From an optimization exercise on the open Yosys and OpenROAD flow, aimed at small area and a short achievable clock period; shortcuts taken in it are not production practice.
Function was checked by simulation only, so behaviour that the tests miss may differ from the original.

==> flow/design.v <==
module Median_Filter#
  (parameter row = 554, col = 430)
  (input            clk,
  input signed[31:0]pixel,
  input       [7:0] data_in_0, data_in_1, data_in_2,
  input       [7:0] data_in_3, data_in_4, data_in_5,
  input       [7:0] data_in_6, data_in_7, data_in_8,
  output            done,
  output reg  [7:0]data_filtered);
  parameter angle0=0, angle1=1, angle2=2, angle3=3, 
            top_edge=4, bot_edge=5, left_edge=6, right_edge=7, 
            full_area=8;
  reg         [3:0]area;
  function [7:0] filter_3;
    input  [7:0]e_0;
    input  [7:0]e_1;
    input  [7:0]e_2;
    begin
      if(e_0 >= e_2 && e_0 <= e_1)
		    filter_3 = e_0;
		  else if(e_0 >= e_1 && e_0 <= e_2)
		    filter_3 = e_0;
	    else if(e_1 >= e_0 && e_1 <= e_2)
		    filter_3 = e_1;
	    else if(e_1 >= e_2 && e_1 <= e_0)
		    filter_3 = e_1;
	    else if(e_2 >= e_0 && e_2 <= e_1)
		    filter_3 = e_2;
	    else if(e_2 >= e_1 && e_2 <= e_0)
		    filter_3 = e_2;
	    else
		    filter_3 = e_2;  
    end
  endfunction
  function  [7:0] filter_9;
    input	  [7:0] e0_0;
    input	  [7:0] e0_1;
    input	  [7:0] e0_2;
    input	  [7:0] e1_0;
    input	  [7:0] e1_1;
    input	  [7:0] e1_2;
    input	  [7:0] e2_0;
    input	  [7:0] e2_1;
    input	  [7:0] e2_2;
    reg   	 [7:0] median_1;
    reg     [7:0] median_2;
    reg     [7:0] median_3;
    begin
      median_1 = filter_3(e0_0, e0_1, e0_2);
      median_2 = filter_3(e1_0, e1_1, e1_2);
      median_3 = filter_3(e2_0, e2_1, e2_2);
      filter_9 = filter_3(median_1, median_2, median_3);
    end
  endfunction 
  always@(posedge clk)
  begin
    if( pixel==0 ) 
      begin
        area = angle0;
      end
    else begin
      if( pixel==(row-1) )
        begin
          area = angle1;
        end
      else begin
        if( pixel==(row*(col-1)) )
          begin
            area = angle2;
          end
        else begin
          if( pixel==(row*col-1) )
            begin
              area = angle3;
            end
          else begin
            if( (pixel%row)==0 && pixel>0 && pixel<(row*(col-1)) )
              begin
                area = top_edge;
              end
            else begin
              if( ((pixel+1)%row)==0 && pixel>(row-1) && pixel<(row*col-1) )
                begin
                  area = bot_edge;
                end
              else begin
                if( pixel>=1 && pixel<=(row-2) )
                  begin
                   	area = left_edge;
                 	end
                else begin
                  if( pixel>=(row*(col-1)+1) && pixel<=(row*col-2) )
                    begin
                      area = right_edge;
                    end
                  else begin
                      area = full_area;
                    end
                end
              end
            end
          end
        end
      end
    end
    case (area)
      angle0:
      begin
        data_filtered = filter_9(data_in_4, data_in_4, data_in_5,
                                 data_in_4, data_in_4, data_in_5,
                                 data_in_7, data_in_7, data_in_8);
      end
      angle1:
      begin
        data_filtered = filter_9(data_in_1, data_in_1, data_in_2,
                                 data_in_4, data_in_4, data_in_5,
                                 data_in_4, data_in_4, data_in_5);
      end
      angle2:
      begin
        data_filtered = filter_9(data_in_3, data_in_4, data_in_4,
                                 data_in_3, data_in_4, data_in_4,
                                 data_in_6, data_in_7, data_in_7);
      end
      angle3:
      begin
        data_filtered = filter_9(data_in_0, data_in_1, data_in_1,
                                 data_in_3, data_in_4, data_in_4,
                                 data_in_3, data_in_4, data_in_4);
      end
      top_edge:
      begin
        data_filtered = filter_9(data_in_3, data_in_4, data_in_5,
                                 data_in_3, data_in_4, data_in_5,
                                 data_in_6, data_in_7, data_in_8);
      end
      bot_edge:
      begin
        data_filtered = filter_9(data_in_0, data_in_1, data_in_2,
                                 data_in_3, data_in_4, data_in_5,
                                 data_in_3, data_in_4, data_in_5);
      end
      left_edge:
      begin
        data_filtered = filter_9(data_in_1, data_in_1, data_in_2,
                                 data_in_4, data_in_4, data_in_5,
                                 data_in_7, data_in_7, data_in_8);
      end
      right_edge:
      begin
        data_filtered = filter_9(data_in_0, data_in_1, data_in_1,
                                 data_in_3, data_in_4, data_in_4,
                                 data_in_6, data_in_7, data_in_7);
      end
      full_area:
      begin
        data_filtered = filter_9(data_in_0, data_in_1, data_in_2,
                                 data_in_3, data_in_4, data_in_5,
                                 data_in_6, data_in_7, data_in_8);
      end
    endcase 
  end
    assign done = (pixel>=row*col) ? 1 : 0;           
endmodule
==> flow/run.sh <==
#!/bin/bash
# synth_recipe.tcl (not shown) runs the flow's synth.tcl, then flattens the netlist and writes it again
# the make line also repeats each setting of config.mk as NAME=value (left out here)
make -C /OpenROAD-flow-scripts/flow DESIGN_CONFIG=/design/flow/config.mk WORK_HOME=/design/flow/orfs CLKGATE_MAP_FILE= SYNTH_SCRIPT=/design/flow/synth_recipe.tcl finish
==> flow/config.mk <==
export PLATFORM = sky130hd
export DESIGN_NAME = Median_Filter
export DESIGN_NICKNAME = Median_Filter
export VERILOG_FILES = /design/flow/design.v
export SDC_FILE = /design/flow/constraint.sdc
export NUM_CORES = 4
export LEC_CHECK = 0
export CAP_MARGIN = 20
export CORE_MARGIN = 2
export CORE_UTILIZATION = 40
export SLEW_MARGIN = 20
==> flow/constraint.sdc <==
create_clock -name core_clock -period 32.0 [get_ports {clk}]
set_input_delay 6.4000 -clock core_clock [delete_from_list [all_inputs] [get_ports {clk}]]
set_output_delay 6.4000 -clock core_clock [all_outputs]
set_load 0.01 [all_outputs]
==> impl_metrics.prom <==
# TYPE chip_impl_metric gauge
chip_impl_metric{name="drt_first_iter_violations",unit=""} 3092
chip_impl_metric{name="cts_max_level",unit=""} 1
chip_impl_metric{name="final.period_utilization",unit="%"} 96.12
chip_impl_metric{name="globalRouteTotalUtil",unit="%"} 25.46
chip_impl_metric{name="globalRouteMet1Util",unit="%"} 36.06
chip_impl_metric{name="clk_transition_reported_paths",unit="ps"} 40
chip_impl_metric{name="detailroute.via_count",unit=""} 37320
chip_impl_metric{name="routabilityCongestion",unit=""} 0.9834
chip_impl_info{name="synth_ff_type",value="edfxtp_1"} 1
chip_impl_metric{name="cts_max_path_buffers",unit=""} 2
chip_impl_metric{name="detailed_place.area",unit="sq um"} 34010
chip_impl_metric{name="synth-seq-area-share",unit="%"} 0.7695
chip_impl_metric{name="io_buffers",unit=""} 113
chip_impl_info{name="yosysMostFrequentCell",value="nor2_1"} 1
chip_impl_info{name="synth_top_cell_by_area",value="xnor2_1"} 1
chip_impl_metric{name="achievable-frequency",unit="GHz"} 0.03251
chip_impl_info{name="min-delay-path-class",value="input port to flip-flop"} 1
chip_impl_metric{name="postLayoutSetupSlackWorst",unit="ps"} 1242
chip_impl_metric{name="finalWirelength",unit="um"} 110700
chip_impl_metric{name="grtUsageMet3",unit="%"} 1.182
chip_impl_metric{name="netlist_instances",unit=""} 4685
chip_impl_metric{name="synthesis.area",unit="sq um"} 31220
chip_impl_metric{name="synth_top_cell_area_share",unit="%"} 7.266
chip_impl_metric{name="final_count_of_hold_timing_violations",unit=""} 0
chip_impl_metric{name="worst_slew_margin",unit="%"} 21.81
chip_impl_info{name="worstSetupPathType",value="input port to flip-flop"} 1
chip_impl_metric{name="timing.final.setup_violations",unit=""} 0
chip_impl_metric{name="pin_count_of_the_biggest_net_entering_global_routing",unit=""} 53
chip_impl_info{name="cts_tree",value="yes"} 1
chip_impl_metric{name="ctsHoldBuffers",unit=""} 0
chip_impl_metric{name="multi_input_gate_area_in_the_final_layout",unit="sq um"} 30470
chip_impl_metric{name="cts_buffers",unit=""} 3
chip_impl_metric{name="largest_register_ffs",unit=""} 8
chip_impl_metric{name="die_w",unit="um"} 283.4
chip_impl_metric{name="synth-xor-area-share",unit="%"} 10.60
chip_impl_metric{name="die_height",unit="um"} 283.4
chip_impl_info{name="status",value="no timing/DRC/antenna violations"} 1
chip_impl_metric{name="synth_seq_cells",unit=""} 8
chip_impl_info{name="path_common_cell",value="buf_4"} 1
chip_impl_metric{name="firstDrtPassIters",unit=""} 6
chip_impl_metric{name="antenna_violations_before_repair",unit=""} 5
chip_impl_metric{name="finalCriticalPeriod",unit="ps"} 30760
chip_impl_metric{name="pre_cts_ws",unit="ps"} -231.5
chip_impl_metric{name="cts_num_sinks",unit=""} 8
chip_impl_metric{name="post_synthesis_adder_cell_area_fraction",unit="%"} 6.946
chip_impl_metric{name="drc_errors",unit=""} 0
chip_impl_metric{name="die-area",unit="sq um"} 80300
chip_impl_info{name="synth_top_cells_by_area",value="xnor2_1 7.3%, ha_1 6.2%, nor2_1 5.5%"} 1
chip_impl_info{name="startpoint_type",value="input port"} 1
chip_impl_metric{name="slew_violations",unit=""} 0
chip_impl_metric{name="layout.nets",unit=""} 5062
chip_impl_info{name="busiest_layer",value="met2"} 1
chip_impl_metric{name="async_reset_ff_share",unit="%"} 0
chip_impl_info{name="cp_max_delay_cell",value="clkdlybuf4s50_1"} 1
chip_impl_metric{name="start_util",unit="%"} 40.37
chip_impl_metric{name="route.detailed.wl_per_inst",unit="um"} 18.93
chip_impl_metric{name="grt_pass1_wl",unit="um"} 176500
chip_impl_metric{name="synth_area_per_cell",unit="sq um"} 6.664
chip_impl_metric{name="placeableCoreArea",unit="sq um"} 77340
chip_impl_metric{name="drt.antenna.violating_nets",unit=""} 0
chip_impl_metric{name="yosys.area_share.simple",unit="%"} 30.72
chip_impl_metric{name="count_of_standard_cell_rows",unit=""} 102
chip_impl_metric{name="post_synthesis_compound_gate_area_fraction",unit="%"} 39.11
chip_impl_metric{name="max_cap_viol_count",unit=""} 0
chip_impl_info{name="clock_tree.root_cell",value="clkbuf_16"} 1
chip_impl_metric{name="top_level_port_count",unit=""} 114
chip_impl_metric{name="dp_hpwl",unit="um"} 88420
chip_impl_metric{name="synth.mux.area_fraction",unit="%"} 6.545
chip_impl_metric{name="worst-path-max-fanout",unit=""} 16
chip_impl_metric{name="number_of_global_route_vias_before_repair",unit=""} 33420
chip_impl_metric{name="worst_pin_slew",unit="ps"} 1158
chip_impl_metric{name="worst-endpoint-required",unit="ps"} 31960
chip_impl_metric{name="vias_per_cell",unit=""} 6.381
chip_impl_metric{name="synth_cell_types",unit=""} 150
chip_impl_metric{name="synthToLayoutAreaGrowth",unit="%"} 13.88
chip_impl_metric{name="worstPathArrival",unit="ps"} 30720
chip_impl_metric{name="critical_path.max_stage_delay",unit="ps"} 620
chip_impl_info{name="critical_path.endpoint_type",value="flip-flop"} 1
chip_impl_metric{name="gr-total-overflow",unit=""} 0
chip_impl_metric{name="global_route_track_usage_on_met2",unit="%"} 41.95
chip_impl_info{name="yosys-top-cells-count",value="455 x nor2_1, 403 x nand2_1, 320 x a21oi_1"} 1
chip_impl_metric{name="num-fill-cells",unit=""} 8033
chip_impl_metric{name="setup_tns",unit="ps"} 0
chip_impl_info{name="largest_family_of_logic_cells_by_synthesized_area",value="compound AO/OA/AOI/OAI gates"} 1
chip_impl_metric{name="fraction_of_final_layout_cells_sized_beyond_drive_strength_1",unit="%"} 13.91
chip_impl_metric{name="count_of_flip_flops_with_a_built_in_enable_after_synthesis",unit=""} 8
chip_impl_metric{name="yosys_warnings",unit=""} 1
chip_impl_metric{name="seq_area",unit="sq um"} 240.2
chip_impl_metric{name="postLayoutCellArea",unit="sq um"} 35550
## worst max-delay path: cells and delay by family
kind / cells / cell delay [ps]
and+or+nand+nor: 27 / 8220
xor gates and xnor gates: 1 / 170
muxes: 4 / 1400
AOI/OAI and AO/OA: 45 / 11870
adders and majority gates: 2 / 580
buffers and inverters: 9 / 1990
## kinds of logic (layout without fill, tap and decap cells)
kind of cell,count (synthesis),after routing
mux,190,190
simple gates,1882,1882
compound gates,1671,1673
flops,8,8
fa+ha+maj,178,178
other cells,1,15
xor+xnor,362,362
buf+inv,393,500
## final cells by class
class	count	area share (%)
diodes	7	0.04927
clock buffers	3	0.2112
inverters	154	1.626
multi-input cells	4293	85.71
flip-flops and latches	8	0.6757
well taps	1040	3.660
repair buffers	343	8.067
## worst paths after layout
check | cells after the start | end | from | slack (ps)
worst max-delay path | 88 | data_filtered[1]$_DFFE_PP_ | pixel[1] | 1240
worst min-delay path | 3 | data_filtered[6]$_DFFE_PP_ | data_in_4[6] | 7260
## per-layer routing
metal	wire length (um)	share of wire (%)
met1	51420	46
met2	50190	45
met3	6250	5.6
met4	2849	2.6
met5	0	0
## per-stage QoR
step           hold slack [ps]  utilization (%)  cells
2_1_floorplan             6670                -   4692
3_3_place_gp              7300            43.97   5792
3_5_place_dp              7300            43.97   5792
4_1_cts                   7247            44.08   5795
5_1_grt                   7307            45.95   5843
6_report                  7256            45.97   5848
## what timing repair did
action	4_1_cts	5_1_grt
gates resized for setup	1	210
endpoints found under the hold margin	0	0
setup buffers	0	42
endpoints found under the setup margin	8	8
cloned	0	2
pin swaps	0	31
## cell usage in the layout (no fill, tap or decap), types with 29 or more instances in the layout
master,synthesis,routed
nand2b_1,58,58
buf_4,13,229
ha_1,154,154
o21ai_1,63,63
nand3_1,174,173
o2111ai_1,30,29
nor2b_1,41,41
and2_1,75,73
or3_1,56,56
clkdlybuf4s50_1,0,105
nor2_1,455,444
a21oi_1,320,311
inv_1,152,152
o31ai_1,58,49
nor3_1,193,185
o21ai_0,253,247
nor4_1,57,46
a211oi_1,80,76
a21o_1,65,64
mux2i_1,139,125
o22ai_1,55,52
mux2_2,32,32
xnor2_1,259,245
o211ai_1,83,83
or2_2,34,34
o21a_1,49,45
nand4_1,91,91
xor2_1,86,82
and3_1,76,73
a31oi_1,82,78
nand2_1,403,402

## re-timing with driven ports
The flow's constraints put no driver on any port. The routed layout listed below was extracted and timed again, unchanged, in two steps.
Step 1: set_driving_cell puts a clkbuf_16 on clk and a buf_2 on each other input, an assumption about the parent block.
Step 2 times the ports against the registers' clock, not the clock port: input delays grow and output delays shrink by t, the midpoint of the rising clock arrivals with the driver on.
Three values: ideal, step 1, step 2; two values: the first two.
t, ns: 0.275
setup WS [ns]: 1.242 / 1.191 / 0.916
latest minus earliest clock arrival (ns): 0.003 / 0.004
worst register clock-pin slew, ns: 0.04 / 0.04
After both steps setup and hold are still met in this run. The setup slack of this run moves by -0.051 ns with the drivers and by -0.326 ns with both steps.
